Context: an optimization exercise on an open-source flow, tuned for small area, a short achievable clock period and few clock cycles per item. The choices shown serve that exercise and are no tape-out recipe.
In this exercise RTL edits were held to simulation tests only and were not proved equivalent to the original.
Power is estimated from default activity; no workload was simulated.

// MGT_01_mul_unit
module MGT_01_mul_unit
(  
  input  logic signed [31:0]       multiplier_i, multiplicand_i,
  input  logic                     clk_i, clk_en_i,                
  input  logic                     rst_n_i,                        
  input  logic [1:0]               operation_i,
  output logic signed [31:0]       result_o,
  output logic                     valid_o
);
For scale: roughly 1300 cells after synthesis, about 16000 um2 of cells after synthesis.
==> flow/config.mk <==
export PLATFORM = sky130hd
export DESIGN_NAME = MGT_01_mul_unit
export DESIGN_NICKNAME = MGT_01_mul_unit
export VERILOG_FILES = /design/flow/design.v
export SDC_FILE = /design/flow/constraint.sdc
export NUM_CORES = 4
export LEC_CHECK = 0
export CAP_MARGIN = 20
export CORE_MARGIN = 2
export CORE_UTILIZATION = 55
export PLACE_DENSITY = 0.65
export SLEW_MARGIN = 20
export SYNTH_HIERARCHICAL = 1
export SYNTH_MINIMUM_KEEP_SIZE = 0
==> flow/constraint.sdc <==
create_clock -name core_clock -period 10.0 [get_ports {clk_i}]
set_input_delay 2.0000 -clock core_clock [delete_from_list [all_inputs] [get_ports {clk_i}]]
set_output_delay 2.0000 -clock core_clock [all_outputs]
set_load 0.01 [all_outputs]
standard.sh (not shown) runs the stock make flow with config.mk's settings and CLKGATE_MAP_FILE= SYNTH_SCRIPT=/design/flow/synth_recipe.tcl, a recipe that flattens the netlist after the stock synthesis.
==> flow/flow/run.sh <==
#!/bin/bash
# Layout flow: the standard ORFS flow (standard.sh), with
#  - buf_2 cells as the port buffers (buffer_ports' default pick is a slow
#    delay cell); every input and output port still gets its own buffer
#  - the Booth rows' a22oi_2 gates from synthesis sized down to a22oi_1
#    (same function and pins); timing repair sizes up what it needs
#  - timing repair aiming at a setup margin below the clock period
# Each tool's output goes to synth.log and standard.log.
set -e
export BUFFER_PORTS_ARGS="-buffer_cell sky130_fd_sc_hd__buf_2"
export SETUP_SLACK_MARGIN=${MARGIN:-8}
RES=orfs/results/sky130hd/MGT_01_mul_unit/base
bash standard.sh $PWD/$RES/1_2_yosys.v > synth.log 2>&1
sed -i 's/sky130_fd_sc_hd__a22oi_2 /sky130_fd_sc_hd__a22oi_1 /' $RES/1_2_yosys.v
bash standard.sh > standard.log 2>&1
The baseline ran to the end with no violations.
Testbench counts at the start, summed over its fixed seeds: cycles 19,200, items 3,200.
Then changed:
--- a/flow/flow/run.sh
+++ b/flow/flow/run.sh
@@ -11 +11 @@
-export SETUP_SLACK_MARGIN=${MARGIN:-8}
+export SETUP_SLACK_MARGIN=${MARGIN:-7}
After rerunning: The new run completed with no timing, DRC or antenna violations. Sequential share of layout area is higher by 2.9 points. Final area falls by 11%. Die area is unchanged. Routed wire length came out lower by 10%. Flip-flop and latch count stays the same. Register-to-register slack gains 0.04 ns. Final cell count came out lower by about 6%.

---

Setup of wip/garnet:
MGT_01_mul_unit, a different RTL version from the one above (not shown whole).
Size in the first run: roughly 1200 cells after synthesis, roughly 100 I/O pins.
clock: 10.0 ns
lec_check: 0
cap_margin: 20
core_margin: 2
core_utilization: 70
place_density: 0.8
slew_margin: 20
synth_hierarchical: 1
synth_minimum_keep_size: 0
==> flow/flow/run.sh <==
#!/bin/bash
# Layout flow: the standard ORFS flow (standard.sh), with
#  - buf_1 cells as the port buffers (buffer_ports' default pick is a slow
#    delay cell); every input and output port still gets its own buffer
#  - the Booth rows' a22oi_2 gates from synthesis sized down to a22oi_1
#    (same function and pins); timing repair sizes up what it needs
#  - timing repair aiming at a setup margin below the clock period
# Each tool's output goes to synth.log and standard.log.
set -e
export BUFFER_PORTS_ARGS="-buffer_cell sky130_fd_sc_hd__buf_1"
export SETUP_SLACK_MARGIN=${MARGIN:-6.75}
RES=orfs/results/sky130hd/MGT_01_mul_unit/base
bash standard.sh $PWD/$RES/1_2_yosys.v > synth.log 2>&1
sed -i 's/sky130_fd_sc_hd__a22oi_2 /sky130_fd_sc_hd__a22oi_1 /' $RES/1_2_yosys.v
bash standard.sh > standard.log 2>&1
wip/garnet reached the end of the flow, and the finished layout is clean on the timing, DRC and antenna checks.
Testbench counts of wip/garnet, summed over its fixed seeds: cycles 19,200, items 3,200.
Input changes introduced in wip/zinc (baseline for comparison: wip/garnet):
Settings: PLACE_DENSITY: 0.8 -> 0.65; CORE_UTILIZATION: 70 -> 55.
diff --git a/flow/flow/run.sh b/flow/flow/run.sh
--- a/flow/flow/run.sh
+++ b/flow/flow/run.sh
@@ -10,3 +10,3 @@
 export BUFFER_PORTS_ARGS="-buffer_cell sky130_fd_sc_hd__buf_1"
-export SETUP_SLACK_MARGIN=${MARGIN:-6.75}
+export SETUP_SLACK_MARGIN=${MARGIN:-6.5}
 RES=orfs/results/sky130hd/MGT_01_mul_unit/base
Taking wip/garnet as the reference, in wip/zinc critical path depth in cells now smaller, power share of the sequential group now larger, total power now smaller, combinational power share now smaller. Re final-layout setup total negative slack: no difference whatsoever between wip/garnet and wip/zinc.
[inputs] wip/fjord vs wip/zinc
diff --git a/flow/flow/run.sh b/flow/flow/run.sh
--- a/flow/flow/run.sh
+++ b/flow/flow/run.sh
@@ -10,3 +10,3 @@
 export BUFFER_PORTS_ARGS="-buffer_cell sky130_fd_sc_hd__buf_1"
-export SETUP_SLACK_MARGIN=${MARGIN:-6.5}
+export SETUP_SLACK_MARGIN=${MARGIN:-7}
 RES=orfs/results/sky130hd/MGT_01_mul_unit/base
Results
Going from wip/zinc to wip/fjord, final critical-path setup slack grows by 170 ps. Clock power share: wip/fjord < wip/zinc. Between wip/zinc and wip/fjord, fraction of standard cell area in multi-input logic increased.
--- input diff wip/fjord..wip/umber ---
Settings: CTS_BUF_LIST now sky130_fd_sc_hd__clkbuf_8, previously not set.
diff --git a/flow/flow/run.sh b/flow/flow/run.sh
--- a/flow/flow/run.sh
+++ b/flow/flow/run.sh
@@ -10,3 +10,3 @@
 export BUFFER_PORTS_ARGS="-buffer_cell sky130_fd_sc_hd__buf_1"
-export SETUP_SLACK_MARGIN=${MARGIN:-7}
+export SETUP_SLACK_MARGIN=${MARGIN:-6.5}
 RES=orfs/results/sky130hd/MGT_01_mul_unit/base
==> comparison <==
Total length of routed wires: lower on wip/umber
wip/umber: done, clean on timing, DRC and antenna
Non-clock buffer count: wip/umber vs wip/fjord down about 11%
As of wip/umber, leakage power summed over all cells had fallen by a few percent compared to wip/fjord.
Going from wip/fjord to wip/umber, final area shrank by a little under 10%.
Cmp wip/fjord and wip/umber / switching portion of total power / higher: wip/umber

---

MGT_01_mul_unit, a different RTL version from the one above (not shown whole).
Size: about 1,100 cells after synthesis, ~100 I/O pins.
==> flow/config.mk <==
export PLATFORM = sky130hd
export DESIGN_NAME = MGT_01_mul_unit
export DESIGN_NICKNAME = MGT_01_mul_unit
export VERILOG_FILES = /design/flow/design.v
export SDC_FILE = /design/flow/constraint.sdc
export NUM_CORES = 4
export LEC_CHECK = 0
export CAP_MARGIN = 20
export CORE_MARGIN = 2
export CORE_UTILIZATION = 55
export CTS_BUF_LIST = sky130_fd_sc_hd__clkbuf_4 sky130_fd_sc_hd__clkbuf_8
export PLACE_DENSITY = 0.65
export SLEW_MARGIN = 20
export SYNTH_HIERARCHICAL = 1
export SYNTH_MINIMUM_KEEP_SIZE = 0
==> flow/constraint.sdc <==
create_clock -name core_clock -period 10.0 [get_ports {clk_i}]
set_input_delay 2.0000 -clock core_clock [delete_from_list [all_inputs] [get_ports {clk_i}]]
set_output_delay 2.0000 -clock core_clock [all_outputs]
set_load 0.01 [all_outputs]
==> flow/flow/run.sh <==
#!/bin/bash
# Layout flow: the standard ORFS flow (standard.sh), with
#  - buf_2 cells as the port buffers (buffer_ports' default pick is a slow
#    delay cell); every input and output port still gets its own buffer
#  - the Booth rows' a22oi_2 gates from synthesis sized down to a22oi_1
#    (same function and pins); timing repair sizes up what it needs
#  - timing repair aiming at a setup margin below the clock period
# Each tool's output goes to synth.log and standard.log.
set -e
export BUFFER_PORTS_ARGS="-buffer_cell sky130_fd_sc_hd__buf_2"
export SETUP_SLACK_MARGIN=${MARGIN:-7}
RES=orfs/results/sky130hd/MGT_01_mul_unit/base
bash standard.sh $PWD/$RES/1_2_yosys.v > synth.log 2>&1
sed -i 's/sky130_fd_sc_hd__a22oi_2 /sky130_fd_sc_hd__a22oi_1 /' $RES/1_2_yosys.v
bash standard.sh > standard.log 2>&1
The first run finished with timing, DRC and antenna clean.
Testbench counts at the start, summed over its fixed seeds: cycles 22,400, items 3,200.
Change:
==> flow/run.sh (new file) <==
#!/bin/bash
# synth_recipe.tcl (not shown) runs the flow's synth.tcl, then flattens the netlist and writes it again
# the make line also repeats each setting of config.mk as NAME=value (left out here)
make -C /OpenROAD-flow-scripts/flow DESIGN_CONFIG=/design/flow/config.mk WORK_HOME=/design/flow/orfs CLKGATE_MAP_FILE= SYNTH_SCRIPT=/design/flow/synth_recipe.tcl finish
--- a/flow/config.mk
+++ b/flow/config.mk
@@ -10,3 +10,2 @@
 export CORE_UTILIZATION = 55
-export CTS_BUF_LIST = sky130_fd_sc_hd__clkbuf_4 sky130_fd_sc_hd__clkbuf_8
 export PLACE_DENSITY = 0.65
removed: flow/flow/run.sh
removed: flow/standard.sh
What happened: Area after synthesis rises by a few percent; die area goes up by a few percent; clock power rises by a quarter to a third; worst hold slack degrades by 0.023 ns; global-route usage went down by 1.1 points; routed wire length came out lower by a few percent; design area shrinks slightly; critical path depth decreases by 3; register-to-register slack got worse by 0.64 ns.
Change:
==> flow/flow/run.sh (new file) <==
#!/bin/bash
# Layout flow: the standard ORFS flow (standard.sh), with
#  - buf_2 cells as the port buffers (buffer_ports' default pick is a slow
#    delay cell); every input and output port still gets its own buffer
#  - the Booth rows' a22oi_2 gates from synthesis sized down to a22oi_1
#    (same function and pins); timing repair sizes up what it needs
#  - timing repair aiming at a setup margin below the clock period
# Each tool's output goes to synth.log and standard.log.
set -e
export BUFFER_PORTS_ARGS="-buffer_cell sky130_fd_sc_hd__buf_2"
export SETUP_SLACK_MARGIN=${MARGIN:-7}
RES=orfs/results/sky130hd/MGT_01_mul_unit/base
bash standard.sh $PWD/$RES/1_2_yosys.v > synth.log 2>&1
sed -i 's/sky130_fd_sc_hd__a22oi_2 /sky130_fd_sc_hd__a22oi_1 /' $RES/1_2_yosys.v
bash standard.sh > standard.log 2>&1
==> flow/standard.sh (new file) <==
#!/bin/bash
# synth_recipe.tcl (not shown) runs the flow's synth.tcl, then flattens the netlist and writes it again
# the make line also repeats each setting of config.mk as NAME=value (left out here)
make -C /OpenROAD-flow-scripts/flow DESIGN_CONFIG=/design/flow/config.mk WORK_HOME=/design/flow/orfs CLKGATE_MAP_FILE= SYNTH_SCRIPT=/design/flow/synth_recipe.tcl "${@:-finish}"
removed: flow/run.sh
=> Worst hold slack gets worse by 0.030 ns. Sequential share of layout area went down by 0.57 points. Core utilization went up by 4.3 points. Sequential power barely changes. Final cell count went up by a few percent. Worst setup slack gets better by 0.72 ns.
Change:
==> flow/flow/run.sh (replaced) <==
#!/bin/bash
# Layout flow: the standard ORFS flow (standard.sh), with
#  - buf_2 cells as the port buffers (buffer_ports' default pick is a slow
#    delay cell), every input and output port still gets its own buffer
#  - timing repair aiming at a setup margin below the clock period
# Each tool's output goes to standard.log.
export BUFFER_PORTS_ARGS="-buffer_cell sky130_fd_sc_hd__buf_2"
export SETUP_SLACK_MARGIN=${MARGIN:-7}
bash standard.sh > standard.log 2>&1
What happened: The new run went through all stages and came out clean. Total power climbs by 1.4%. Count of clock-buffer cells in the layout is unchanged. Sequential power hardly moves. Clock power rose by about 4.3%. Sequential share of layout area falls by 0.66 points. Core utilization is lower by 1.0 points. Area after synthesis rises by about 5%. Final area is higher by about 3%.

## separate check: timing with driven ports
Ports are ideal in the flow. The routed layouts listed here were re-timed in OpenROAD. Step 1 (the two cells are an assumption about what drives the block):
set clk [get_ports {clk_i}]
set_driving_cell -lib_cell sky130_fd_sc_hd__clkbuf_16 $clk
set_driving_cell -lib_cell sky130_fd_sc_hd__buf_2 [delete_from_list [all_inputs] $clk]
Step 2 adds t to the input delays and takes it off the output delays; t is the mean of the earliest and latest rising clock arrival at the registers after step 1. Input paths then give back, and output paths get back, about the clock's delay inside the block. Three values: ideal, step 1, step 2; two values: the first two.
| run | t (ns) | setup WS [ns] | hold slack, ns |
|---|---|---|---|
| the first run of note 1 | 0.498 | 6.739 / 6.739 / 6.397 | 0.695 / 0.695 / 0.695 |
| the second run of note 1 | 0.495 | 6.779 / 6.779 / 6.395 | 0.604 / 0.604 / 0.604 |
| wip/garnet | 0.488 | 6.717 / 6.717 / 6.369 | 0.619 / 0.619 / 0.619 |
| wip/zinc | 0.494 | 6.594 / 6.596 / 6.130 | 0.627 / 0.627 / 0.627 |
| wip/fjord | 0.494 | 6.763 / 6.763 / 6.396 | 0.645 / 0.645 / 0.645 |
| wip/umber | 0.532 | 6.589 / 6.613 / 6.082 | 0.632 / 0.632 / 0.632 |
| the first run of note 3 | 0.518 | 6.707 / 6.707 / 6.553 | 0.568 / 0.568 / 0.568 |
| the second run of note 3 | 0.480 | 6.068 / 6.068 / 6.042 | 0.545 / 0.545 / 0.545 |
| the third run of note 3 | 0.481 | 6.791 / 6.791 / 6.533 | 0.515 / 0.515 / 0.515 |
| the fourth run of note 3 | 0.473 | 6.827 / 6.827 / 6.574 | 0.539 / 0.539 / 0.539 |
After both steps setup and hold are still met in every run listed. The setup slack of wip/umber, which loses most, moves by +0.024 ns with the drivers and by -0.507 ns with both steps.
